From an optimization exercise on the open Yosys and OpenROAD flow, aimed at small area, a short achievable clock period and few clock cycles; shortcuts taken in it are not production practice.
The RTL was checked by simulation tests, not by an equivalence proof against the original design.

==> flow/design.v <==
`timescale 1ns / 1ps
module cpu(
	input clk,rst,
	output [9:0] instr_Addr,
	input [15:0] instr,
	output reg [8:0] data_Addr,
	output reg [15:0] write_data,
	input [15:0] read_data,
	output write_enable
    );
localparam DS = 4;           
localparam SS = 4;           
localparam SN = 16/SS;       
integer i;
reg [9:0]  PC;
reg [15:0] IR;
reg [15:0] X, Y, ACC;
reg [3:0]  FL;               
reg [8:0]  SP;
reg        we_r;
reg        e_mem;            
reg        kill;             
assign instr_Addr   = PC;
assign write_enable = we_r;
reg        busy;
reg [2:0]  cnt;
reg        ph;               
reg        po;               
reg [16:0] R;
reg [31:0] Aq;
wire [5:0]  op  = kill ? 6'd0 : IR[15:10];
wire [15:0] imm = {{7{IR[8]}}, IR[8:0]};
wire isRI = (op==6'd32) | (op==6'd36) | (op==6'd58) | (op==6'd61);
wire isAI = (op==6'd33) | (op==6'd37) | (op==6'd59) | (op==6'd62) | (op==6'd45) |
            (op==6'd47) | (op==6'd49) | (op==6'd51) | (op==6'd53) | (op==6'd55);
wire c_sh  = (op==6'd40);
wire c_pop = (op==6'd1) & ~IR[9];
wire c_psh = (op==6'd1) & IR[9];
wire c_ld  = (op==6'd2) | (op==6'd4);
wire c_mvi = (op==6'd6);
wire c_mvr = (op==6'd7);
wire c_rad = (op==6'd8);
wire c_pow = (op==6'd9);
wire c_jmp = (op==6'd30);
wire c_ret = (op==6'd31);
wire c_add = (op==6'd32) | (op==6'd33) | (op==6'd34);
wire c_sub = (op==6'd36) | (op==6'd37) | (op==6'd38);
wire c_cmp = (op==6'd58) | (op==6'd59) | (op==6'd60);
wire c_inc = (op==6'd42);
wire c_dec = (op==6'd43);
wire c_mul = (op==6'd44) | (op==6'd45);
wire c_div = (op==6'd46) | (op==6'd47);
wire c_mod = (op==6'd48) | (op==6'd49);
wire c_and = (op==6'd50) | (op==6'd51);
wire c_or  = (op==6'd52) | (op==6'd53);
wire c_xor = (op==6'd54) | (op==6'd55);
wire c_not = (op==6'd56);
wire c_neg = (op==6'd57);
wire c_tst = (op==6'd61) | (op==6'd62) | (op==6'd63);
wire isDIV = c_div | c_mod;
reg [1:0] aS, bS;
always @(*) begin
	if (isRI)                 aS = {1'b0, IR[9]};
	else if (isAI | c_rad | c_pow) aS = 2'd2;
	else if (c_sh)            aS = IR[6:5];
	else                      aS = IR[9:8];
	if (isRI | isAI | c_mvi)  bS = 2'd3;
	else if (c_sh)            bS = IR[4] ? 2'd3 : IR[3:2];
	else if (c_pow)           bS = IR[9:8];
	else                      bS = IR[7:6];
end
reg [15:0] srcA, srcB;
always @(*) begin
	case (aS)
		2'd0: srcA = X;
		2'd1: srcA = Y;
		2'd2: srcA = ACC;
		default: srcA = imm;
	endcase
	case (bS)
		2'd0: srcB = X;
		2'd1: srcB = Y;
		2'd2: srcB = ACC;
		default: srcB = imm;
	endcase
end
wire        a_inv = c_sub | c_cmp | c_dec | c_neg;
wire [15:0] a_opa = c_neg ? 16'd0 : srcA;
wire [15:0] a_opb = (c_inc | c_dec) ? 16'd1 : c_neg ? srcA : srcB;
wire [15:0] a_b2  = a_opb ^ {16{a_inv}};
reg  [16:0] sum;
reg         a_cy;
integer     ai;
always @(*) begin                
	a_cy = a_inv;
	for (ai = 0; ai < 16; ai = ai + 1) begin
		sum[ai] = a_opa[ai] ^ a_b2[ai] ^ a_cy;
		a_cy = (a_opa[ai] & a_b2[ai]) | (a_cy & (a_opa[ai] ^ a_b2[ai]));
	end
	sum[16] = a_inv ^ a_cy;
end
wire        a_ovf = (srcA[15] == a_b2[15]) & (sum[15] != srcA[15]);
wire [2:0]  sh_md = IR[9:7];
wire        sh_m  = IR[4] | IR[1] | IR[0];
wire [4:0]  sh_n  = sh_m ? {1'b0, srcB[3:0]} : (srcB[15:5] != 11'd0) ? 5'd31 : srcB[4:0];
wire        sh_s  = srcA[15];
wire [4:0]  sh_k  = sh_md[0] ? 5'd17 - sh_n : sh_n;
reg  [33:0] sh_w;
always @(*) begin
	case (sh_md)
		3'd0: sh_w = {17'd0, srcA, 1'b0};
		3'd1: sh_w = {1'b0, srcA, 17'd0};
		3'd2: sh_w = {{17{sh_s}}, srcA, 1'b0};
		3'd3: sh_w = {1'b0, srcA, {17{sh_s}}};
		3'd4: sh_w = {2'b00, srcA, srcA};
		3'd5: sh_w = {1'b0, srcA, srcA, 1'b0};
		default: sh_w = {FL[1], srcA, FL[1], srcA};
	endcase
end
wire [33:0] sh_wk = sh_w >> sh_k;
wire [16:0] sh_o  = sh_wk[16:0];
wire        sh_z  = (sh_n >= 5'd18) | ((sh_n == 5'd17) & ~(sh_md[2] & sh_md[1]));
reg  [15:0] sh_res;
reg         sh_c;
always @(*) begin
	case (sh_md)
		3'd0, 3'd2: begin sh_res = sh_o[16:1]; sh_c = sh_o[0]; end
		3'd4: begin sh_res = sh_o[15:0]; sh_c = sh_o[15]; end
		3'd5: begin sh_res = sh_o[15:0]; sh_c = sh_o[0]; end
		default: begin sh_res = sh_o[15:0]; sh_c = sh_o[16]; end
	endcase
	if (sh_md == 3'd2 && sh_n == 5'd16) sh_res[15] = 1'b0;
	if (sh_z) begin sh_res = 16'd0; sh_c = 1'b0; end
end
wire        pe_neg = srcB[15];
wire        pe_le0 = pe_neg | (srcB == 16'd0);
wire        pe_le1 = pe_le0 | (srcB == 16'd1);
wire        pe_le2 = pe_le1 | (srcB == 16'd2);
reg  [15:0] ma, mb;
reg  [33:0] madd;
always @(*) begin
	if (busy) begin
		ma = ph ? X : ACC;
		mb = Aq[31:16];
		madd = ph ? {{17{R[16]}}, R} : (ACC[15] ? {{2{Aq[31]}}, Aq[31:16], 16'd0} : 34'd0);
	end else begin
		ma = (c_pow & pe_le0) ? 16'd1 : srcA;
		mb = c_pow ? (pe_le1 ? 16'd1 : srcA) : srcB;
		madd = 34'd0;
	end
end
reg [33:0] ms, mc, mrow, mns, mnc, mp;
reg        mcy;
integer    mi, mj;
always @(*) begin
	ms = madd; mc = 34'd0;
	for (mj = 0; mj < 16; mj = mj + 1) begin
		mrow = 34'd0;
		for (mi = 0; mi < 16; mi = mi + 1) begin
			if ((mi == 15) ^ (mj == 15)) mrow[mi+mj] = ~(ma[mi] & mb[mj]);
			else mrow[mi+mj] = ma[mi] & mb[mj];
		end
		if (mj == 0) begin mrow[16] = 1'b1; mrow[31] = 1'b1; mrow[32] = 1'b1; mrow[33] = 1'b1; end
		mns = ms ^ mc ^ mrow;
		mnc = ((ms & mc) | (ms & mrow) | (mc & mrow)) << 1;
		ms = mns; mc = mnc;
	end
	mcy = 1'b0;
	for (mi = 0; mi < 34; mi = mi + 1) begin
		mp[mi] = ms[mi] ^ mc[mi] ^ mcy;
		mcy = (ms[mi] & mc[mi]) | (mcy & (ms[mi] ^ mc[mi]));
	end
end
wire m_fit = (mp[31:15] == 17'd0) || (mp[31:15] == 17'h1ffff);
function [31:0] cneg32;          
	input [31:0] x; input s;
	integer k; reg p;
	begin
		p = 1'b0;
		for (k = 0; k < 32; k = k + 1) begin
			cneg32[k] = x[k] ^ (s & p);
			p = p | x[k];
		end
	end
endfunction
function [15:0] cneg16;
	input [15:0] x; input s;
	integer k; reg p;
	begin
		p = 1'b0;
		for (k = 0; k < 16; k = k + 1) begin
			cneg16[k] = x[k] ^ (s & p);
			p = p | x[k];
		end
	end
endfunction
wire [31:0] dvd = {X, srcA};
wire [31:0] MX  = cneg32(dvd, X[15]);
wire [15:0] MY  = cneg16(srcB, srcB[15]);
wire        sk16 = MX[31:16] < MY;
wire        sk24 = (MX[31:24] == 8'd0) && (MX[23:8] < MY);
reg  [16:0] e_r0, e_r;
reg  [31:0] e_a0;
reg  [15:0] e_q;
reg  [3:0]  e_qd;
reg  [18:0] e_m, e_d;
reg  [19:0] e_t;
reg         e_ge;
integer     j;
always @(*) begin
	if (busy) begin
		e_r0 = R; e_a0 = Aq;
	end else if (c_rad) begin
		e_r0 = 17'd0; e_a0 = {X, ACC};
	end else if (sk24) begin
		e_r0 = {1'b0, MX[23:8]}; e_a0 = {MX[7:0], 24'd0};
	end else if (sk16) begin
		e_r0 = {1'b0, MX[31:16]}; e_a0 = {MX[15:0], 16'd0};
	end else begin
		e_r0 = 17'd0; e_a0 = MX;
	end
	e_q = busy ? ACC : 16'd0;
	e_r = e_r0;
	e_qd = 4'd0;
	for (j = 0; j < DS; j = j + 1) begin
		if (c_rad) begin
			e_m = {e_r[16:0], e_a0[31-2*j], e_a0[30-2*j]};
			e_d = {1'b0, e_q, 2'b01};
		end else begin
			e_m = {2'b00, e_r[15:0], e_a0[31-j]};
			e_d = {3'b000, MY};
		end
		e_t  = {1'b0, e_m} - {1'b0, e_d};
		e_ge = ~e_t[19];
		e_r  = e_ge ? e_t[16:0] : e_m[16:0];
		e_q  = {e_q[14:0], e_ge};
		e_qd = {e_qd[2:0], e_ge};
	end
end
wire [31:0] da = {e_a0[27:0], e_qd};
wire [15:0] dr = e_r[15:0];
wire [15:0] sq = e_q;
wire [31:0] sa = {e_a0[23:0], 8'd0};
wire [16:0] sr = e_r;
wire [31:0] quo = cneg32(da, X[15] ^ srcB[15]);
wire [15:0] rem = cneg16(dr, X[15]);
wire        d_ovf = (dvd == 32'h80000000) && (srcB == 16'hffff);
wire        d_z   = (srcB == 16'd0);
wire [2:0]  d_first = sk24 ? 3'd1 : sk16 ? 3'd3 : 3'd7;
reg e_fin;
always @(*) begin
	if (isDIV)      e_fin = busy && cnt == 3'd0;
	else if (c_rad) e_fin = X[15] || (busy && cnt == SN-1);
	else if (c_pow) e_fin = busy ? (ph && Aq[15:0] == 16'd3) : pe_le2;
	else            e_fin = 1'b1;
end
wire s_sum = c_add | c_sub | c_cmp | c_inc | c_dec | c_neg;
wire s_and = c_and | c_tst;
wire [15:0] alu16 = ({16{s_sum}} & sum[15:0]) |
                    ({16{c_sh}}  & sh_res[15:0]) |
                    ({16{s_and}} & (srcA & srcB)) |
                    ({16{c_or}}  & (srcA | srcB)) |
                    ({16{c_xor}} & (srcA ^ srcB)) |
                    ({16{c_not}} & ~srcA);
wire pow_st = c_pow & ~busy;
wire pow_p0 = c_pow & busy & ~ph;
wire pow_p1 = c_pow & busy & ph;
wire s_mp   = c_mul | pow_st;                    
wire rad_x  = X[15];
wire [15:0] vA = ({16{s_sum | c_sh | s_and | c_or | c_xor | c_not}} & alu16) |
                 ({16{s_mp | pow_p0}} & mp[15:0]) |
                 ({16{c_div}} & quo[15:0]) |
                 ({16{c_mod}} & rem) |
                 ({16{c_rad & ~rad_x}} & sq) |
                 ({16{pow_p1}} & ACC);
wire [15:0] vX = ({16{s_mp}} & mp[31:16]) |
                 ({16{c_div}} & quo[31:16]) |
                 ({16{pow_p1}} & mp[15:0]);
wire is32 = s_mp | c_div | pow_p1;
wire d_x   = IR[9:8] == 2'd0;
wire d_y   = IR[9:8] == 2'd1;
wire d_a   = IR[9];
wire p_x   = IR[8:7] == 2'd0;
wire p_y   = IR[8:7] == 2'd1;
wire wX_rd = (c_pop & p_x) | (c_ld & ~IR[9]);
wire wY_rd = (c_pop & p_y) | (c_ld & IR[9]);
wire wA_rd = c_pop & ~p_x & ~p_y;
wire wX_b  = (c_mvi & ~IR[9]) | (c_mvr & d_x);
wire wY_b  = (c_mvi & IR[9]) | (c_mvr & d_y);
wire wA_b  = c_mvr & d_a;
wire wX_s  = (c_inc | c_dec) & d_x;
wire wY_s  = (c_inc | c_dec) & d_y;
wire wA_v  = ((c_inc | c_dec) & d_a) | c_add | c_sub | c_sh | c_and | c_or | c_xor |
             c_not | c_neg | c_mul | pow_st | pow_p0 | ((c_div | c_mod) & e_fin) | c_rad;
wire wX_v  = c_mul | pow_st | pow_p1 | (c_div & e_fin);
wire hX    = ~(wX_rd | wX_b | wX_s | wX_v);
wire hY    = ~(wY_rd | wY_b | wY_s);
wire hA    = ~(wA_rd | wA_b | wA_v);
wire [15:0] X_alt = ({16{wX_b}} & srcB) | ({16{wX_s}} & sum[15:0]) | ({16{wX_v}} & vX) | ({16{hX}} & X);
wire [15:0] Y_alt = ({16{wY_b}} & srcB) | ({16{wY_s}} & sum[15:0]) | ({16{hY}} & Y);
wire [15:0] A_alt = ({16{wA_b}} & srcB) | ({16{wA_v}} & vA) | ({16{hA}} & ACC);
wire [15:0] X_n   = X_alt | ({16{wX_rd}} & read_data);
wire [15:0] Y_n   = Y_alt | ({16{wY_rd}} & read_data);
wire [15:0] ACC_n = A_alt | ({16{wA_rd}} & read_data);
wire f_ar  = c_add | c_sub | c_cmp | c_inc | c_dec;
wire f_lg  = s_and | c_or | c_xor | c_not | c_neg;
wire f_set = f_ar | f_lg | c_sh | c_mul | (isDIV & e_fin) | (c_rad & e_fin) | (c_pow & e_fin);
wire vz16  = (vA == 16'd0);
wire vzx   = (vX == 16'd0);
wire f_Z   = vz16 & (~is32 | vzx) & ~(f_ar & sum[16]);
wire f_N   = is32 ? vX[15] : vA[15];
wire f_C   = (f_ar & sum[16]) | (c_sh & sh_c) | (c_mul & m_fit) | (isDIV & d_z) |
             (c_rad & rad_x) | (pow_st & (pe_neg | (ACC == 16'd0))) | (pow_p1 & (Aq[31:16] == 16'd0)) |
             (f_lg & FL[1]);
wire f_O   = (f_ar & a_ovf) | (c_sh & (sh_res[15] != srcA[15])) | (c_mul & m_fit) |
             (isDIV & d_ovf) | (c_rad & ~rad_x & sq[15]) | (pow_p1 & (po | ~m_fit)) |
             (f_lg & FL[0]);
wire [3:0] FL_n = f_set ? {f_Z, f_N, f_C, f_O} : FL;
wire       sp_dec = c_psh | c_jmp;
wire [8:0] SP_n = SP + {{8{sp_dec}}, sp_dec | c_pop | c_ret};
wire [5:0] iop = instr[15:10];
wire       ret_stall = (iop == 6'd31) & e_mem;
wire       Zn = FL_n[3], Nn = FL_n[2], Cn = FL_n[1], On = FL_n[0];
reg        take;
always @(*) begin
	case (iop)
		6'd16: take = 1'b1;
		6'd17: take = Zn;
		6'd18: take = ~Zn;
		6'd19: take = (Nn != On);
		6'd20: take = ~Zn & (On == Nn);
		6'd21: take = Zn | (On != Nn);
		6'd22: take = (Nn == On);
		6'd23: take = Cn;
		6'd24: take = On;
		6'd30: take = 1'b1;
		default: take = 1'b0;
	endcase
end
wire [9:0]  PC1 = PC + 10'd1;
wire        i_j   = iop[4];
wire        i_st  = iop[1] | iop[2];
wire        rX = ~i_j & (i_st ? ~instr[9] : (instr[8:7] == 2'd0));
wire        rY = ~i_j & (i_st ?  instr[9] : (instr[8:7] == 2'd1));
wire        rA = ~i_j & ~i_st & (instr[8:7] == 2'd2);
wire        rP = i_j | (~i_st & (instr[8:7] == 2'd3));
wire        rd_hit = (rX & wX_rd) | (rY & wY_rd) | (rA & wA_rd);
wire [15:0] wd_reg = ({16{rX}} & X_alt) | ({16{rY}} & Y_alt) | ({16{rA}} & A_alt) | ({16{rP}} & {6'd0, PC1});
wire [15:0] wd_n   = rd_hit ? read_data : wd_reg;
wire [8:0]  b_x    = X_alt[8:0] + instr[8:0];
wire [8:0]  b_y    = Y_alt[8:0] + instr[8:0];
wire [8:0]  b_rd   = read_data[8:0] + instr[8:0];
wire [8:0]  sp_m1  = SP_n - 9'd1;
wire [8:0]  sp_p1  = SP_n + 9'd1;
wire        i_b    = (iop == 6'd4) | (iop == 6'd5);
wire        a_bx   = i_b &  instr[9] & ~wX_rd;
wire        a_by   = i_b & ~instr[9] & ~wY_rd;
wire        a_brd  = i_b & (instr[9] ? wX_rd : wY_rd);
wire        a_imm  = (iop == 6'd2) | (iop == 6'd3);
wire        a_m1   = ((iop == 6'd1) & instr[9]) | (iop == 6'd30);
wire        a_p1   = (iop == 6'd31) & ~e_mem;
wire        a_sp   = ~(i_b | a_imm | a_m1 | a_p1);
wire [8:0]  da_n   = ({9{a_bx}} & b_x) | ({9{a_by}} & b_y) | ({9{a_brd}} & b_rd) |
                     ({9{a_imm}} & instr[8:0]) | ({9{a_m1}} & sp_m1) | ({9{a_p1}} & sp_p1) |
                     ({9{a_sp}} & SP_n);
wire we_n  = ((iop == 6'd1) & instr[9]) | (iop == 6'd3) | (iop == 6'd5) | (iop == 6'd30);
wire mem_n = (iop == 6'd1) | (iop == 6'd2) | (iop == 6'd3) | (iop == 6'd4) | (iop == 6'd5) | (iop == 6'd30);
always @(posedge clk) begin
	if (rst) begin
		PC <= 10'd0; IR <= 16'd0;
		X <= 16'd0; Y <= 16'd0; ACC <= 16'd0; FL <= 4'd0; SP <= 9'd0;
		we_r <= 1'b0; e_mem <= 1'b0; kill <= 1'b0; data_Addr <= 9'd0; write_data <= 16'd0;
		busy <= 1'b0; cnt <= 3'd0; ph <= 1'b0; po <= 1'b0;
	end else begin
		X <= X_n; Y <= Y_n; ACC <= ACC_n; FL <= FL_n; SP <= SP_n;
		if (e_fin) begin
			IR <= instr;
			kill <= ret_stall;
			PC <= ret_stall ? PC : (iop == 6'd31) ? read_data[9:0] : take ? instr[9:0] : PC1;
			we_r <= we_n;
			e_mem <= mem_n;
			data_Addr <= da_n;
			write_data <= wd_n;
		end
		if (e_fin) begin
			busy <= 1'b0; cnt <= 3'd0; ph <= 1'b0;
		end else begin
			busy <= 1'b1;
			if (isDIV) cnt <= busy ? cnt - 3'd1 : d_first - 3'd1;
			else       cnt <= cnt + 3'd1;
		end
		if (isDIV) begin
			R <= {1'b0, dr}; Aq <= da;
		end
		if (c_rad) begin
			R <= sr; Aq <= sa;
		end
		if (c_pow) begin
			if (!busy) begin
				Aq[31:16] <= ACC; Aq[15:0] <= srcB; po <= 1'b0;
			end else if (!ph) begin
				R <= mp[32:16]; ph <= 1'b1;
			end else begin
				po <= po | ~m_fit; Aq[15:0] <= Aq[15:0] - 16'd1; ph <= 1'b0;
			end
		end
	end
end
endmodule
==> flow/flow/run.sh <==
#!/bin/bash
# The standard layout (standard.sh, unchanged synthesis and steps), with one
# difference: the buffer that ORFS puts on every input and output port is a
# sky130_fd_sc_hd__buf_4 instead of the default choice. make's full output goes
# to standard.log here; each ORFS step keeps its own log under orfs/logs/.
set -euo pipefail
export BUFFER_PORTS_ARGS="-buffer_cell sky130_fd_sc_hd__buf_4"
bash standard.sh > standard.log 2>&1
==> flow/standard.sh <==
#!/bin/bash
# synth_recipe.tcl (not shown) runs the flow's synth.tcl, then flattens the netlist and writes it again
# the make line also repeats each setting of config.mk as NAME=value (left out here)
make -C /OpenROAD-flow-scripts/flow DESIGN_CONFIG=/design/flow/config.mk WORK_HOME=/design/flow/orfs CLKGATE_MAP_FILE= SYNTH_SCRIPT=/design/flow/synth_recipe.tcl "${@:-finish}"
==> flow/config.mk <==
export PLATFORM = sky130hd
export DESIGN_NAME = cpu
export DESIGN_NICKNAME = cpu
export VERILOG_FILES = /design/flow/design.v
export SDC_FILE = /design/flow/constraint.sdc
export NUM_CORES = 4
export LEC_CHECK = 0
export ABC_AREA = 1
export CAP_MARGIN = 30
export CORE_MARGIN = 2
export CORE_UTILIZATION = 40
export SLEW_MARGIN = 20
==> flow/constraint.sdc <==
create_clock -name core_clock -period 165.0 [get_ports {clk}]
set_input_delay 33.0000 -clock core_clock [delete_from_list [all_inputs] [get_ports {clk}]]
set_output_delay 33.0000 -clock core_clock [all_outputs]
set_load 0.01 [all_outputs]
==> impl_metrics.ini, run 1 <==
[run_status]
outcome = timing/DRC/antenna clean

[cells_and_area]
drive_gt1_frac = 0.0747
layout_common_cells = nand2_1, inv_1, nor2_1, o21ai_0, a21oi_1
fill_cells = 9524
nNetsFinal = 5926
area_delta_synth_final_pct = 7.31
fin_cells = 6586
layout_commonest_cell = nand2_1

[min_path]
min_to = po
hold_path_depth = 2
hp-start = po
hp-class = flop to flop

[worst_setup_path]
cp_slowest_stage_delay_ns = 0.45
worstReg2RegEnd = PC[9]
r2r_start = IR[10]
timing.critical_path.buf_inv = 7
critPathTopFamily = simple AND/OR/NAND/NOR gates
cp_cell_sequence = buf_4 -> inv_1 -> nor2_1 -> inv_1 -> nor3_1 -> buf_4 -> inv_1 -> nor2_1 -> inv_1 -> nand2_1 -> nor2_1 -> inv_1 -> o211ai_1 -> a2111oi_0 -> o21ai_0
cp_slowest_cell = nor2_1
crit_path_end_kind = flop
critPathKind = input port to flop
critPathArrivalTime_ns = 36.04
crit_top_cell = inv_1
start_kind = input port
r2r_slack_ns = 139.50
worstPathRequired_ns = 165.35
path_max_fanout = 12
reg2reg_depth = 81
crit_path_start = instr[14]

[sta]
grt_setup_unrepaired = no
max_slew_margin = 0.243
fmax_ghz = 0.0280
worst_pin_slew_ns = 1.12
maxSlewViolCount = 0
setup_tns_ns = 0
period_share = 0.216
setup_viol = 0
skew_ns = 0.0133
finalHoldViolCount = 0
fin_crit_ns = 35.69
finalWorstSetupSlack_ns = 129.31

[logic_synthesis]
synth-edff-count = 49
synth_cell_types = 72
synth_cells = 5459
ys.flop_type = dfxtp_1
avgSynthCellArea_um2 = 6.45
synth_top_area_frac = 0.158
ys_warn_count = 1
mappedNetlistArea_mm2 = 0.0352
synth_seq_cells = 170
synth_top_cell_by_area = fa_1
synthesis.nets = 5975
synth.area.top_cells = fa_1, nand2_1, ha_1, inv_1, o21ai_0
yosysSeqAreaShare = 0.111
async_reset_ff_frac = 0

[run]
maxCapViolations = 0

[floorplanning]
die_area_mm2 = 0.0905
die_h_um = 301
rows = 108
initial_core_util = 0.405
die_x_um = 301
pin_count = 70
core_mm2 = 0.0870

[routing]
post_drt_via_cell_ratio = 6.26
final_antenna_net_count = 0
drt_first_pass_iters = 8
drc = 0
avgRoutedWirePerCell_um = 29.0
drt_wl_total_um = 191000
drtIter0Drc = 6471
num_vias = 41200

[cts]
clk_pin_slew_ns = 0.09
max-clock-path-buffers = 2
htreeDepth = 4
postCtsSetupRepairBufs = 0
root_buffer = clkbuf_16
clk_latency_ns = 0.49
cts_tree = done
cts.sinks = 170
cts-hold-fix-buffers = 0
postCtsResizedCells = 0
cts_buffers = 17

[placement]
dp_slack_ns = 128.35
dp_cells = 6543
portBuffers = 69
gp_congestion = 1.13
hpwl_um = 153000

[grt]
antenna_found_initial = 11
grt_pass1_vias = 37600
grt_max_degree = 68
grt.overflow.total = 0
grt_use_total = 0.414
grt_pass1_wl_um = 271000
## synthesized netlist by cell type (33+ instances only)
cell      number
nand2_1     1219
inv_1        671
nor2_1       574
o21ai_0      500
a21oi_1      305
fa_1         278
nand3_1      256
ha_1         204
clkbuf_1     200
dfxtp_1      121
xor2_1       115
o22ai_1       87
nor3_1        66
nand4_1       64
o221ai_1      53
o211ai_1      50
edfxtp_1      49
nand2_2       46
clkinv_1      39
o21ai_1       34
a22oi_1       33
xnor2_1       33
## registers in the layout, summed over array words and instances, names as in the netlist, 3 cells and up
register    count
ACC            16
Aq             32
FL              4
IR             16
PC             10
R              17
SP              9
X              16
Y              16
cnt             3
data_Addr       9
write_data     16
## routing by layer
layer | track usage | part of all wire | vias to the layer above
met5 | 0 | 0.00025 | -
met4 | 0.180 | 0.051 | 8
met3 | 0.129 | 0.13 | 482
met2 | 0.571 | 0.39 | 2716
met1 | 0.587 | 0.43 | 19900
li1 | - | - | 18100
## how the worst max path moves through the flow
stage	endpoint	slack (ns)	cells after the start
after detailed placement	write_data[0]	128.35	5
after global routing	data_Addr[6]	129.16	15
after floorplan	Aq[0]	129.48	4
final	data_Addr[6]	129.31	15
after global placement	write_data[6]	128.40	5
after CTS	write_data[6]	128.89	5
## area by class of cell
class                   count  area (um2)  area share
well taps                1155        1450      0.0382
multi-input cells        4301       27600       0.731
inverters                 733        2760      0.0729
clock inverters            15         206     0.00546
flip-flops and latches    170        3890       0.103
clock buffers              17         425      0.0113
diodes                      8        20.0    0.000530
repair buffers            187        1440      0.0380
## logic make-up (layout without fill, tap and decap cells)
| family | after synthesis | count (layout) | synth area share |
|---|---|---|---|
| XOR/XNOR | 149 | 149 | 0.0373 |
| buffers and inverters | 988 | 952 | 0.107 |
| other | 0 | 8 | 0 |
| AO/OA/AOI/OAI | 1308 | 1308 | 0.223 |
| adder cells (fa/ha/maj) | 482 | 482 | 0.230 |
| AND/OR/NAND/NOR | 2342 | 2342 | 0.286 |
| flip-flops | 170 | 170 | 0.111 |
| multiplexers | 20 | 20 | 0.00568 |
## per-stage QoR
stage                util  hold slack, ns  instance area (um2)
floorplan               -           0.444                35200
global placement    0.426           0.452                37000
detailed placement  0.426           0.456                37100
CTS                 0.434           0.469                37700
global route        0.434           0.530                37800
finish              0.434           0.474                37800
## worst register-to-register path, delay by kind of cell, from the launching register on
| kind | cells | cell delay, ns |
|---|---|---|
| buffers and inverters | 14 | 2.79 |
| adders and majority gates | 32 | 14.28 |
| and+or+nand+nor | 25 | 5.10 |
| AOI/OAI and AO/OA | 10 | 2.85 |
| DFF | 1 | 0.39 |
Testbench counts, summed over its fixed seeds: cycles 34,444.
==> run 2, diff against run 1 <==
--- a/flow/design.v
+++ b/flow/design.v
@@ -198,7 +198,6 @@
 wire [31:0] MX  = cneg32(dvd, X[15]);
 wire [15:0] MY  = cneg16(srcB, srcB[15]);
 wire        sk16 = MX[31:16] < MY;
-wire        sk24 = (MX[31:24] == 8'd0) && (MX[23:8] < MY);
 reg  [16:0] e_r0, e_r;
 reg  [31:0] e_a0;
 reg  [15:0] e_q;
@@ -212,8 +211,6 @@
 		e_r0 = R; e_a0 = Aq;
 	end else if (c_rad) begin
 		e_r0 = 17'd0; e_a0 = {X, ACC};
-	end else if (sk24) begin
-		e_r0 = {1'b0, MX[23:8]}; e_a0 = {MX[7:0], 24'd0};
 	end else if (sk16) begin
 		e_r0 = {1'b0, MX[31:16]}; e_a0 = {MX[15:0], 16'd0};
 	end else begin
@@ -246,7 +243,7 @@
 wire [15:0] rem = cneg16(dr, X[15]);
 wire        d_ovf = (dvd == 32'h80000000) && (srcB == 16'hffff);
 wire        d_z   = (srcB == 16'd0);
-wire [2:0]  d_first = sk24 ? 3'd1 : sk16 ? 3'd3 : 3'd7;
+wire [2:0]  d_first = sk16 ? 3'd3 : 3'd7;
 reg e_fin;
 always @(*) begin
 	if (isDIV)      e_fin = busy && cnt == 3'd0;
==> impl_metrics.ini, run 2 <==
[run_status]
outcome = timing/DRC/antenna clean

[sta]
whs_ns = 0.467
period_share = 0.214
fmax_ghz = 0.0283
maxSlewViolCount = 0
fin_crit_ns = 35.29
worst_pin_slew_ns = 1.07
grt_setup_unrepaired = no
skew_ns = 0.0225
setup_viol = 0
finalHoldViolCount = 0
setup_tns_ns = 0
max_slew_margin = 0.281

[routing]
drtIter0Drc = 5548
final_antenna_net_count = 0
avgRoutedWirePerCell_um = 27.6
drt_first_pass_iters = 6
drc = 0
post_drt_via_cell_ratio = 6.12
num_vias = 39500
drt_wl_total_um = 178000

[cts]
cts_tree = done
max-clock-path-buffers = 2
postCtsSetupRepairBufs = 0
cts-hold-fix-buffers = 0
clk_pin_slew_ns = 0.08
postCtsResizedCells = 0
cts.sinks = 170
root_buffer = clkbuf_16
cts_buffers = 17
clk_latency_ns = 0.52
htreeDepth = 4

[logic_synthesis]
async_reset_ff_frac = 0
synth_fa_ha_area_frac = 0.230
synth_top_cell_by_area = fa_1
synth_cell_types = 79
synthXorXnorAreaFrac = 0.0353
synth_top_family_by_area = simple AND/OR/NAND/NOR gates
synth_compound_area_frac = 0.214
synth.area.top_cells = fa_1, nand2_1, inv_1, dfxtp_1, ha_1
synth_top_area_frac = 0.161
synth_common_cells = nand2_1, inv_1, nor2_1
ys_warn_count = 1
synthesis.nets = 5841
synth_seq_cells = 170
mappedNetlistArea_mm2 = 0.0345
synth_mux_area_frac = 0.00348
synth_cells = 5339
yosysSeqAreaShare = 0.113
ys.flop_type = dfxtp_1
synth-edff-count = 49
synth.most_common_cell = nand2_1
avgSynthCellArea_um2 = 6.47
synth-simple-area-share = 0.295

[min_path]
hp-class = flop to flop
hold_path_depth = 2

[placement]
portBuffers = 69
hpwl_um = 142000
dp_cells = 6410
place_area_mm2 = 0.0363
gp_congestion = 1.08

[floorplanning]
die_area_mm2 = 0.0887
initial_core_util = 0.404
rows = 107
core_mm2 = 0.0854
die_x_um = 298
die_h_um = 298
pin_count = 70

[worst_setup_path]
path_max_fanout = 6
worstPathRequired_ns = 165.41
cp_slowest_stage_delay_ns = 0.39
timing.critical_path.buf_inv = 2
cp_cell_sequence = buf_4 -> ha_1 -> fa_1 -> nand2_1 -> inv_1 -> o21ai_0 -> nand2_1 -> a21oi_1 -> nor2_1 -> nor2_1 -> nor2_1 -> or2_2 -> a21oi_1 -> xnor2_1 -> a221oi_1 -> o2111ai_1 -> nor2_1 -> a21oi_1
crit_top_cell = nor2_1
critPathTopFamily = compound AO/OA/AOI/OAI gates
cp_slowest_cell = fa_1
cp_num_cells = 18
critPathArrivalTime_ns = 35.69
critPathKind = input port to flop
start_kind = input port
reg2reg_depth = 127
crit_path_end_kind = flop

[cells_and_area]
fin_area_mm2 = 0.0370
top_register = Aq
area_delta_synth_final_pct = 7.02
top_regs = Aq: 32 flops, R: 17 flops
layout_common_cells = nand2_1, inv_1, nor2_1, o21ai_0, a21oi_1
layout_commonest_cell = nand2_1
fin_cells = 6447
largest_reg_flops = 32
nNetsFinal = 5790
drive_gt1_frac = 0.0749

[grt]
grt_use_total = 0.392
antenna_found_initial = 7
grt_pass1_vias = 36300
grt_pass1_wl_um = 256000
grt_max_degree = 71
grt.overflow.total = 0

[run]
maxCapViolations = 0
run 2: cell types whose count changed in the layout (fill, tap and decap cells not counted), sizes merged, moves of 17 or more:
cell and delta:
o21ai -38, nor2 -48, nand2 +37, a21oi -23
buf -17, inv +17, o211ai -26
run 2: cells by family (layout without fill, tap and decap cells):
group / Yosys count / in the layout
compound gates: 1218 / 1218
xor+xnor: 139 / 139
fa+ha+maj: 468 / 468
buf+inv: 990 / 952
flops: 170 / 170
mux: 12 / 12
other cells: 0 / 2
simple gates: 2342 / 2342
run 2: layer usage:
| layer | share of wire | wire length (um) | GRT usage | vias to the layer above |
|---|---|---|---|---|
| li1 | - | - | - | 17600 |
| met1 | 0.43 | 75900 | 0.553 | 19000 |
| met4 | 0.051 | 9100 | 0.178 | 10 |
| met5 | 0.00048 | 86 | 0 | - |
| met3 | 0.12 | 22100 | 0.116 | 441 |
| met2 | 0.40 | 70700 | 0.547 | 2418 |
run 2: area by class of cell:
| cell class | instances | area, um2 |
|---|---|---|
| Multi-Input combinational cell | 4179 | 26900 |
| Inverter | 750 | 2830 |
| Tap cell | 1144 | 1430 |
| Sequential cell | 170 | 3890 |
| Timing Repair Buffer | 170 | 1270 |
| Clock buffer | 22 | 494 |
| Antenna cell | 2 | 5.00 |
| Clock inverter | 10 | 124 |
| Fill cell | 9395 | 48500 |
run 2: worst min-delay path, stage by stage (launching register included):
cell and delay, ns:
dfxtp_1 0.33, nand2_1 0.06, nand2_1 0.04
run 2: final timing paths:
| check | startpoint | slack (ns) | end |
|---|---|---|---|
| setup / recovery | instr[0] | 129.71 | data_Addr[8] |
| hold / removal | data_Addr[3] | 0.47 | data_Addr[3] |
| setup reg to reg | kill | 138.12 | PC[0] |
| hold reg to reg | data_Addr[3] | 0.47 | data_Addr[3] |
run 2: through the flow:
| step | setup slack, ns | utilization |
|---|---|---|
| floorplan | 129.69 | - |
| global placement | 129.25 | 0.425 |
| detailed placement | 129.21 | 0.425 |
| CTS | 129.76 | 0.432 |
| global route | 129.39 | 0.433 |
| finish | 129.71 | 0.433 |
Testbench counts of run 2, summed over its fixed seeds: cycles 34,718.
==> run 3, diff against run 2 <==
==> flow/flow/run.sh (replaced) <==
#!/bin/bash
# The standard layout (standard.sh, unchanged synthesis and steps), with two
# differences in how the layout is made:
#  - the buffer that ORFS puts on every input and output port is a
#    sky130_fd_sc_hd__buf_4 instead of the default choice;
#  - ORFS's timing repair (floorplan, CTS and global-route steps) aims for
#    130 ns of setup slack (SETUP_SLACK_MARGIN) instead of 0. The SDC is
#    the standard flow's, at the design's 165 ns period; the margin only makes the
#    resizer also work on paths longer than 35 ns.
# make's full output goes to standard.log here; each ORFS step keeps its own
# log under orfs/logs/.
set -euo pipefail
export BUFFER_PORTS_ARGS="-buffer_cell sky130_fd_sc_hd__buf_4"
export SETUP_SLACK_MARGIN=130
bash standard.sh > standard.log 2>&1
==> impl_metrics.ini, run 3 <==
[logic_synthesis]
synth_common_cells = nand2_1, inv_1, nor2_1
synth_cell_types = 79
ys_warn_count = 1
avgSynthCellArea_um2 = 6.47
synthesis.nets = 5841
ys.flop_type = dfxtp_1
synth_cells = 5339
synth.most_common_cell = nand2_1
synth.area.top_cells = fa_1, nand2_1, inv_1, dfxtp_1, ha_1
synth_top_area_frac = 0.161
async_reset_ff_frac = 0
synth_top_cell_by_area = fa_1
synth-edff-count = 49
synth_seq_cells = 170
mappedNetlistArea_mm2 = 0.0345
yosysSeqAreaShare = 0.113

[sta]
fin_crit_ns = 34.97
setup_viol = 0
setup_tns_ns = 0
finalHoldViolCount = 0
fmax_ghz = 0.0286
grt_setup_unrepaired = yes
skew_ns = 0.0346
period_share = 0.212
max_slew_margin = 0.316
worst_pin_slew_ns = 1.02
maxSlewViolCount = 0

[cells_and_area]
nNetsFinal = 5801
top_register = Aq
fin_util = 0.436
fin_cells = 6462
top_regs = Aq: 32 flops, R: 17 flops
largest_reg_flops = 32
layout_common_cells = nand2_1, inv_1, nor2_1, o21ai_0, a21oi_1
drive_gt1_frac = 0.0828
fill_cells = 9416
layout_commonest_cell = nand2_1
area_delta_synth_final_pct = 7.74

[grt]
grt_pass1_vias = 36600
grt_max_degree = 72
grt_pass1_wl_um = 257000
grt.overflow.total = 0
grt_use_total = 0.393
antenna_found_initial = 7

[routing]
post_drt_via_cell_ratio = 6.14
drt_wl_total_um = 178000
drtIter0Drc = 5672
num_vias = 39600
final_antenna_net_count = 0
drt_first_pass_iters = 6
drc = 0
avgRoutedWirePerCell_um = 27.6

[worst_setup_path]
cp_cell_sequence = buf_12 -> ha_4 -> fa_2 -> nand2_2 -> inv_2 -> o21ai_1 -> nand2_1 -> a21oi_2 -> nor2_2 -> nor2_2 -> nor2_2 -> or2_4 -> a21oi_2 -> xnor2_1 -> a221oi_1 -> o2111ai_1 -> nor2_1 -> a21oi_1
cp_slowest_stage_delay_ns = 0.34
reg2reg_depth = 128
r2r_slack_ns = 138.63
r2r_start = IR[10]
start_kind = input port
crit_path_start = instr[0]
crit_path_end_kind = flop
critPathArrivalTime_ns = 35.38
worstReg2RegEnd = PC[0]
worstPathRequired_ns = 165.40
cp_slowest_cell = fa_2
timing.critical_path.buf_inv = 2
critPathTopFamily = compound AO/OA/AOI/OAI gates
path_max_fanout = 6
crit_top_cell = nor2_2
critPathKind = input port to flop

[cts]
max-clock-path-buffers = 2
htreeDepth = 4
cts_buffers = 17
clk_latency_ns = 0.54
cts.sinks = 170
clk_pin_slew_ns = 0.08
root_buffer = clkbuf_16
cts_tree = done

[placement]
gp_congestion = 1.06
dp_cells = 6407
portBuffers = 69
hpwl_um = 142000

[floorplanning]
pin_count = 70
die_x_um = 298
initial_core_util = 0.404
die_h_um = 298
die_area_mm2 = 0.0887
core_mm2 = 0.0854
rows = 107

[min_path]
hp-class = flop to flop
hp-start = data_Addr[3]
min_to = data_Addr[3]
hold_path_depth = 2

[run_status]
outcome = timing/DRC/antenna clean

[run]
maxCapViolations = 0
## run 3: cell counts after synthesis
Identical to the previous run, type by type.
## run 3: logic make-up (layout without fill, tap and decap cells)
kind of cell / Yosys count / count (layout) / share of synthesized area
AND/OR/NAND/NOR: 2342 / 2342 / 0.295
AO/OA/AOI/OAI: 1218 / 1218 / 0.214
multiplexers: 12 / 12 / 0.00348
other: 0 / 6 / 0
flip-flops: 170 / 170 / 0.113
XOR/XNOR: 139 / 139 / 0.0353
adder cells (fa/ha/maj): 468 / 468 / 0.230
buffers and inverters: 990 / 963 / 0.110
## run 3: worst min-delay path, stage by stage, from the launching register on
cell     delay (ns)
dfxtp_1        0.33
nand2_1        0.06
nand2_1        0.04
## run 3: metal layers
metal,up-vias,share of wire,GRT usage
li1,17700,-,-
met1,18900,0.42,0.551
met2,2570,0.40,0.554
met3,463,0.13,0.118
met4,12,0.051,0.170
met5,-,0.00047,0
## run 3: repair_timing
item | in CTS | in global routing
endpoints found under the setup margin | 8 | 18
gates resized for setup | 11 | 35
buffers inserted | 3 | 10
pin swaps | 10 | 31
hold buffers | 0 | 0
## run 3: how the worst max path moves through the flow
stage	depth (start not counted)	end
6_report	18	data_Addr[8]
5_1_grt	20	data_Addr[8]
4_1_cts	18	data_Addr[8]
3_5_place_dp	15	data_Addr[6]
3_3_place_gp	15	data_Addr[6]
2_1_floorplan	17	data_Addr[8]
## run 3: cell type report
type	count	area, um2	area share
inverters	750	2840	0.0762
clock inverters	14	156	0.00420
clock buffers	18	429	0.0115
flip-flops and latches	170	3890	0.105
multi-input cells	4179	27100	0.728
well taps	1144	1430	0.0385
repair buffers	181	1370	0.0369
diodes	6	15.0	0.000404
## run 3: per-stage QoR
| step | hold slack, ns | instance area (um2) | setup WS (ns) |
|---|---|---|---|
| 3_5_place_dp | 0.456 | 36300 | 129.04 |
| 2_1_floorplan | 0.453 | 34600 | 129.79 |
| 6_report | 0.466 | 37200 | 130.03 |
| 5_1_grt | 0.505 | 37200 | 129.85 |
| 3_3_place_gp | 0.443 | 36300 | 129.02 |
| 4_1_cts | 0.474 | 37000 | 130.01 |
==> run 4, diff against run 3 <==
--- a/flow/design.v
+++ b/flow/design.v
@@ -341,27 +341,26 @@
 wire        rY = ~i_j & (i_st ?  instr[9] : (instr[8:7] == 2'd1));
 wire        rA = ~i_j & ~i_st & (instr[8:7] == 2'd2);
 wire        rP = i_j | (~i_st & (instr[8:7] == 2'd3));
-wire        rd_hit = (rX & wX_rd) | (rY & wY_rd) | (rA & wA_rd);
-wire [15:0] wd_reg = ({16{rX}} & X_alt) | ({16{rY}} & Y_alt) | ({16{rA}} & A_alt) | ({16{rP}} & {6'd0, PC1});
-wire [15:0] wd_n   = rd_hit ? read_data : wd_reg;
+wire [15:0] wd_n   = ({16{rX}} & X_alt) | ({16{rY}} & Y_alt) | ({16{rA}} & A_alt) | ({16{rP}} & {6'd0, PC1});
 wire [8:0]  b_x    = X_alt[8:0] + instr[8:0];
 wire [8:0]  b_y    = Y_alt[8:0] + instr[8:0];
-wire [8:0]  b_rd   = read_data[8:0] + instr[8:0];
 wire [8:0]  sp_m1  = SP_n - 9'd1;
 wire [8:0]  sp_p1  = SP_n + 9'd1;
 wire        i_b    = (iop == 6'd4) | (iop == 6'd5);
-wire        a_bx   = i_b &  instr[9] & ~wX_rd;
-wire        a_by   = i_b & ~instr[9] & ~wY_rd;
-wire        a_brd  = i_b & (instr[9] ? wX_rd : wY_rd);
+wire        a_bx   = i_b &  instr[9];
+wire        a_by   = i_b & ~instr[9];
 wire        a_imm  = (iop == 6'd2) | (iop == 6'd3);
 wire        a_m1   = ((iop == 6'd1) & instr[9]) | (iop == 6'd30);
 wire        a_p1   = (iop == 6'd31) & ~e_mem;
 wire        a_sp   = ~(i_b | a_imm | a_m1 | a_p1);
-wire [8:0]  da_n   = ({9{a_bx}} & b_x) | ({9{a_by}} & b_y) | ({9{a_brd}} & b_rd) |
+wire [8:0]  da_n   = ({9{a_bx}} & b_x) | ({9{a_by}} & b_y) |
                      ({9{a_imm}} & instr[8:0]) | ({9{a_m1}} & sp_m1) | ({9{a_p1}} & sp_p1) |
                      ({9{a_sp}} & SP_n);
 wire we_n  = ((iop == 6'd1) & instr[9]) | (iop == 6'd3) | (iop == 6'd5) | (iop == 6'd30);
 wire mem_n = (iop == 6'd1) | (iop == 6'd2) | (iop == 6'd3) | (iop == 6'd4) | (iop == 6'd5) | (iop == 6'd30);
+wire ld_hz = (i_b & (instr[9] ? wX_rd : wY_rd)) |
+             (we_n & ((rX & wX_rd) | (rY & wY_rd) | (rA & wA_rd)));
+wire f_hold = ret_stall | ld_hz;
 always @(posedge clk) begin
 	if (rst) begin
 		PC <= 10'd0; IR <= 16'd0;
@@ -372,10 +371,10 @@
 		X <= X_n; Y <= Y_n; ACC <= ACC_n; FL <= FL_n; SP <= SP_n;
 		if (e_fin) begin
 			IR <= instr;
-			kill <= ret_stall;
-			PC <= ret_stall ? PC : (iop == 6'd31) ? read_data[9:0] : take ? instr[9:0] : PC1;
-			we_r <= we_n;
-			e_mem <= mem_n;
+			kill <= f_hold;
+			PC <= f_hold ? PC : (iop == 6'd31) ? read_data[9:0] : take ? instr[9:0] : PC1;
+			we_r <= we_n & ~ld_hz;
+			e_mem <= mem_n & ~ld_hz;
 			data_Addr <= da_n;
 			write_data <= wd_n;
 		end
==> impl_metrics.ini, run 4 <==
[logic_synthesis]
avgSynthCellArea_um2 = 6.47
mappedNetlistArea_mm2 = 0.0343
synth_cells = 5308
synth_top_area_frac = 0.162
synth_cell_types = 80
synth_common_cells = nand2_1, inv_1, nor2_1
yosysSeqAreaShare = 0.113
synth.area.top_cells = fa_1, nand2_1, inv_1, o21ai_0, dfxtp_1
synthesis.nets = 5801
synth_seq_cells = 170
synth_top_cell_by_area = fa_1
ys.flop_type = dfxtp_1
async_reset_ff_frac = 0
synth.most_common_cell = nand2_1
ys_warn_count = 1
synth-edff-count = 49

[sta]
fin_crit_ns = 34.84
skew_ns = 0.0297
setup_viol = 0
fmax_ghz = 0.0287
period_share = 0.211
finalHoldViolCount = 0
worst_pin_slew_ns = 1.12
maxSlewViolCount = 0
max_slew_margin = 0.243
setup_tns_ns = 0
grt_setup_unrepaired = no

[cells_and_area]
top_regs = Aq: 32 flops, R: 17 flops
fin_util = 0.434
layout_commonest_cell = nand2_1
largest_reg_flops = 32
drive_gt1_frac = 0.0820
top_register = Aq
layout_common_cells = nand2_1, inv_1, nor2_1, o21ai_0, a21oi_1
nNetsFinal = 5762
area_delta_synth_final_pct = 7.64

[routing]
avgRoutedWirePerCell_um = 28.2
drt_first_pass_iters = 6
num_vias = 39600
drtIter0Drc = 5686
drc = 0
drt_wl_total_um = 181000
final_antenna_net_count = 0
post_drt_via_cell_ratio = 6.15

[cts]
cts-hold-fix-buffers = 0
clk_pin_slew_ns = 0.10
cts.sinks = 170
cts_buffers = 17
root_buffer = clkbuf_16
cts_tree = done
clk_latency_ns = 0.53
max-clock-path-buffers = 2
htreeDepth = 4

[worst_setup_path]
path_max_fanout = 20
critPathArrivalTime_ns = 35.22
critPathKind = input port to flop
start_kind = input port
r2r_slack_ns = 138.99
worstReg2RegEnd = PC[1]
r2r_start = kill
worstPathRequired_ns = 165.38
crit_path_start = instr[14]
reg2reg_depth = 140
endpoint = PC[1]
crit_path_end_kind = flop

[grt]
grt_use_total = 0.401
grt_pass1_wl_um = 260000
antenna_found_initial = 9
grt.overflow.total = 0
grt_pass1_vias = 36600
grt_max_degree = 93

[floorplanning]
rows = 107
pin_count = 70
initial_core_util = 0.403
die_area_mm2 = 0.0882
die_h_um = 297
die_x_um = 297
core_mm2 = 0.0851

[placement]
gp_congestion = 1.06
portBuffers = 69
hpwl_um = 143000

[min_path]
hp-class = flop to flop
hp-start = po

[run]
maxCapViolations = 0

[run_status]
outcome = timing/DRC/antenna clean
run 4: changes by cell type after synthesis, sizes merged, moves of 15 or more:
cell / before / now
nand2: 1308 / 1161
o21ai: 504 / 594
inv: 715 / 745
nor2: 553 / 581
a22oi: 43 / 64
a221oi: 41 / 21
a31oi: 28 / 44
a32o: 16 / 1
o2111ai: 35 / 20
run 4: how the worst min path moves through the flow:
stage               slack [ns]  depth (start not counted)  endpoint
detailed placement        0.46                          2        po
global placement          0.45                          2        po
finish                    0.48                          2        po
global route              0.52                          2        po
CTS                       0.48                          2        po
floorplan                 0.45                          2        po
run 4: what timing repair did:
action | in CTS | in global routing
pin swaps | 1 | 5
gates cloned | 0 | 0
hold endpoints to repair | 0 | 0
endpoints found under the setup margin | 19 | 16
gates resized for setup | 4 | 13
buffers inserted | 1 | 5
run 4: stage by stage:
stage / instance area (um2) / setup WS [ns] / std cells / hold slack (ns)
after floorplan: 34400 / 129.99 / 5308 / 0.445
after global placement: 36100 / 128.78 / 6382 / 0.452
after detailed placement: 36200 / 128.71 / 6385 / 0.465
after CTS: 36800 / 130.03 / 6418 / 0.479
after global routing: 36900 / 130.00 / 6427 / 0.515
final: 37000 / 130.16 / 6429 / 0.479
run 4: final cells by class:
cell class                      instances  area (um2)
Sequential cell                       170        3890
Antenna cell                            3        7.51
Inverter                              771        2910
Fill cell                            9339       48200
Timing Repair Buffer                  189        1460
Clock buffer                           17         425
Multi-Input combinational cell       4120       26600
Tap cell                             1144        1430
Clock inverter                         15         196
run 4: cells by family after synthesis:
family	after synthesis	synth area share
AND/OR/NAND/NOR	2202	0.277
AO/OA/AOI/OAI	1306	0.226
buffers and inverters	1018	0.116
adder cells (fa/ha/maj)	459	0.228
flip-flops	170	0.113
XOR/XNOR	136	0.0347
multiplexers	17	0.00496
run 4: worst max-delay path, stage by stage:
cell and delay [ns]:
buf_4 0.15, nor2_1 0.10, inv_1 0.09, nor3_4 0.36, inv_1 0.13, nand2_1 0.11, inv_1 0.06, o21ai_0 0.29
o21ai_0 0.16, o221ai_1 0.14, nor3_2 0.10, inv_2 0.27, a21oi_1 0.08, nand2_1 0.10, a21oi_2 0.05
run 4: layer usage:
metal	vias to the layer above	share of wire	global-route usage
met5	-	0.00022	0
li1	17500	-	-
met1	19000	0.42	0.561
met2	2553	0.40	0.562
met3	494	0.13	0.118
met4	8	0.054	0.183
Testbench counts of run 4, summed over its fixed seeds: cycles 34,829.
==> run 5, diff against run 4 <==
==> flow/flow/run.sh (replaced) <==
#!/bin/bash
# The standard layout (standard.sh, unchanged synthesis and steps), with one
# difference: the buffer that ORFS puts on every input and output port is a
# sky130_fd_sc_hd__buf_4 instead of the default choice. make's full output goes
# to standard.log here; each ORFS step keeps its own log under orfs/logs/.
set -euo pipefail
export BUFFER_PORTS_ARGS="-buffer_cell sky130_fd_sc_hd__buf_4"
bash standard.sh > standard.log 2>&1
==> impl_metrics.ini, run 5 <==
[sta]
setup_tns_ns = 0
fmax_ghz = 0.0279
setup_viol = 0
finalHoldViolCount = 0
fin_crit_ns = 35.87
max_slew_margin = 0.243
period_share = 0.217
maxSlewViolCount = 0
skew_ns = 0.0363
grt_setup_unrepaired = no
worst_pin_slew_ns = 1.12

[worst_setup_path]
path_max_fanout = 12
crit_path_start = instr[14]
r2r_start = kill
critPathKind = input port to flop
worstPathRequired_ns = 165.38
crit_path_end_kind = flop
start_kind = input port
critPathArrivalTime_ns = 36.25

[cts]
cts-hold-fix-buffers = 0
htreeDepth = 4
clk_latency_ns = 0.53
max-clock-path-buffers = 2
postCtsResizedCells = 0
postCtsSetupRepairBufs = 0
root_buffer = clkbuf_16
cts_buffers = 17
cts.sinks = 170
cts_tree = done
clk_pin_slew_ns = 0.09

[placement]
portBuffers = 69
hpwl_um = 143000
dp_cells = 6389
gp_congestion = 1.06

[routing]
drt_first_pass_iters = 6
drc = 0
num_vias = 39400
avgRoutedWirePerCell_um = 28.1
post_drt_via_cell_ratio = 6.14
drtIter0Drc = 5622
final_antenna_net_count = 0
drt_wl_total_um = 181000

[grt]
antenna_found_initial = 8
grt_use_total = 0.398
grt_pass1_wl_um = 259000
grt_pass1_vias = 36700
grt_max_degree = 88
grt.overflow.total = 0

[cells_and_area]
layout_commonest_cell = nand2_1
fill_cells = 9367
top_regs = Aq: 32 flops, R: 17 flops
nNetsFinal = 5761
layout_common_cells = nand2_1, inv_1, nor2_1, o21ai_0, a21oi_1
drive_gt1_frac = 0.0782
area_delta_synth_final_pct = 7.22
largest_reg_flops = 32
fin_cells = 6428
top_register = Aq
seq_area_mm2 = 0.00389
multiInputGateArea_mm2 = 0.0265

[min_path]
hp-class = flop to flop
hp-start = po

[floorplanning]
pin_count = 70
die_x_um = 297
initial_core_util = 0.403
die_h_um = 297
die_area_mm2 = 0.0882
core_mm2 = 0.0851
rows = 107

[logic_synthesis]
synth-edff-count = 49
synth_common_cells = nand2_1, inv_1, nor2_1
avgSynthCellArea_um2 = 6.47
synth_cells = 5308
synthesis.nets = 5801
async_reset_ff_frac = 0
ys_warn_count = 1
synth_top_cell_by_area = fa_1
synth.area.top_cells = fa_1, nand2_1, inv_1, o21ai_0, dfxtp_1
synth.most_common_cell = nand2_1
synth_seq_cells = 170
yosysSeqAreaShare = 0.113
ys.flop_type = dfxtp_1
mappedNetlistArea_mm2 = 0.0343
synth_top_area_frac = 0.162
synth_cell_types = 80

[run_status]
outcome = timing/DRC/antenna clean

[run]
maxCapViolations = 0
run 5: cell counts after synthesis:
No cell type changed its count.
run 5: cell type report:
type / instances / area share
Inverter: 771 / 0.0788
Clock buffer: 17 / 0.0116
Timing Repair Buffer: 188 / 0.0389
Sequential cell: 170 / 0.106
Antenna cell: 3 / 0.000204
Multi-Input combinational cell: 4120 / 0.721
Tap cell: 1144 / 0.0389
Clock inverter: 15 / 0.00479
run 5: path summary, 6_finish.rpt:
| kind | end | slack, ns | cells past startpoint |
|---|---|---|---|
| worst max register to register | data_Addr[8] | 138.85 | 138 |
| worst max-delay path | data_Addr[6] | 129.13 | 14 |
| worst min-delay path | po | 0.47 | 2 |
| worst min register to register | po | 0.47 | 2 |
run 5: metal layers:
metal | routed length [um] | global-route usage | share of wire
met1 | 76300 | 0.551 | 0.42
met2 | 71400 | 0.556 | 0.40
met3 | 22500 | 0.125 | 0.12
met4 | 10400 | 0.191 | 0.057
met5 | 54 | 0.00325 | 0.00030
run 5: stage by stage:
stage	hold WS, ns	setup WS, ns	instance area [um2]	util
floorplan	0.445	129.74	34300	-
global placement	0.454	128.76	36100	0.424
detailed placement	0.465	128.68	36200	0.425
CTS	0.477	129.21	36800	0.432
global route	0.515	128.85	36800	0.432
finish	0.474	129.13	36800	0.432
run 5: kinds of logic (layout without fill, tap and decap cells):
group	after synthesis	count (layout)	share of synthesized area
and+or+nand+nor	2202	2202	0.277
AOI/OAI and AO/OA	1306	1306	0.226
buffers and inverters	1018	991	0.116
adders and majority gates	459	459	0.228
DFF	170	170	0.113
xor gates and xnor gates	136	136	0.0347
muxes	17	17	0.00496
other	0	3	0
run 5: worst max-delay path: stages:
cell and delay, ns:
buf_4 0.14, inv_1 0.07, nor2_1 0.11, nand3_1 0.11
nor2_1 0.69, inv_1 0.45, nor2_1 0.55, nor2_1 0.13
nand2_1 0.17, inv_1 0.17, nand2_1 0.12, o2111ai_1 0.13
a221oi_1 0.27, a21oi_1 0.12

[static timing again, ports no longer ideal]
In the flow no input, the clock included, has a driving cell. The finished layouts below were timed again as built, in two steps.
Step 1, drivers: a clkbuf_16 drives clk and a buf_2 each remaining input, both assumed.
Step 2 moves the port delays by t, midway between the first and last clock arrival at a register: inputs arrive t later, outputs are due t later. That takes back most of the time a late clock gives input paths.
a / b / c = ideal / step 1 / step 2; a / b = the first two.
run | shift t [ns] | slack for setup (ns) | slew at the worst register clock pin (ns) | worst slew at a driven data input, ns | pins driven straight from the clock port
run 1 | 0.538 | 129.306 / 129.339 / 128.801 | 0.09 / 0.09 | 0.05 | 1
run 2 | 0.578 | 129.712 / 129.758 / 129.180 | 0.09 / 0.09 | 0.05 | 1
run 3 | 0.588 | 130.026 / 130.049 / 129.461 | 0.10 / 0.10 | 0.06 | 1
run 4 | 0.586 | 130.159 / 130.211 / 129.625 | 0.10 / 0.10 | 0.05 | 1
run 5 | 0.583 | 129.126 / 129.168 / 128.584 | 0.11 / 0.11 | 0.06 | 1
After both steps every run listed still meets setup and hold. The setup slack of run 3, which loses most, moves by +0.023 ns with the drivers and by -0.565 ns with both steps.
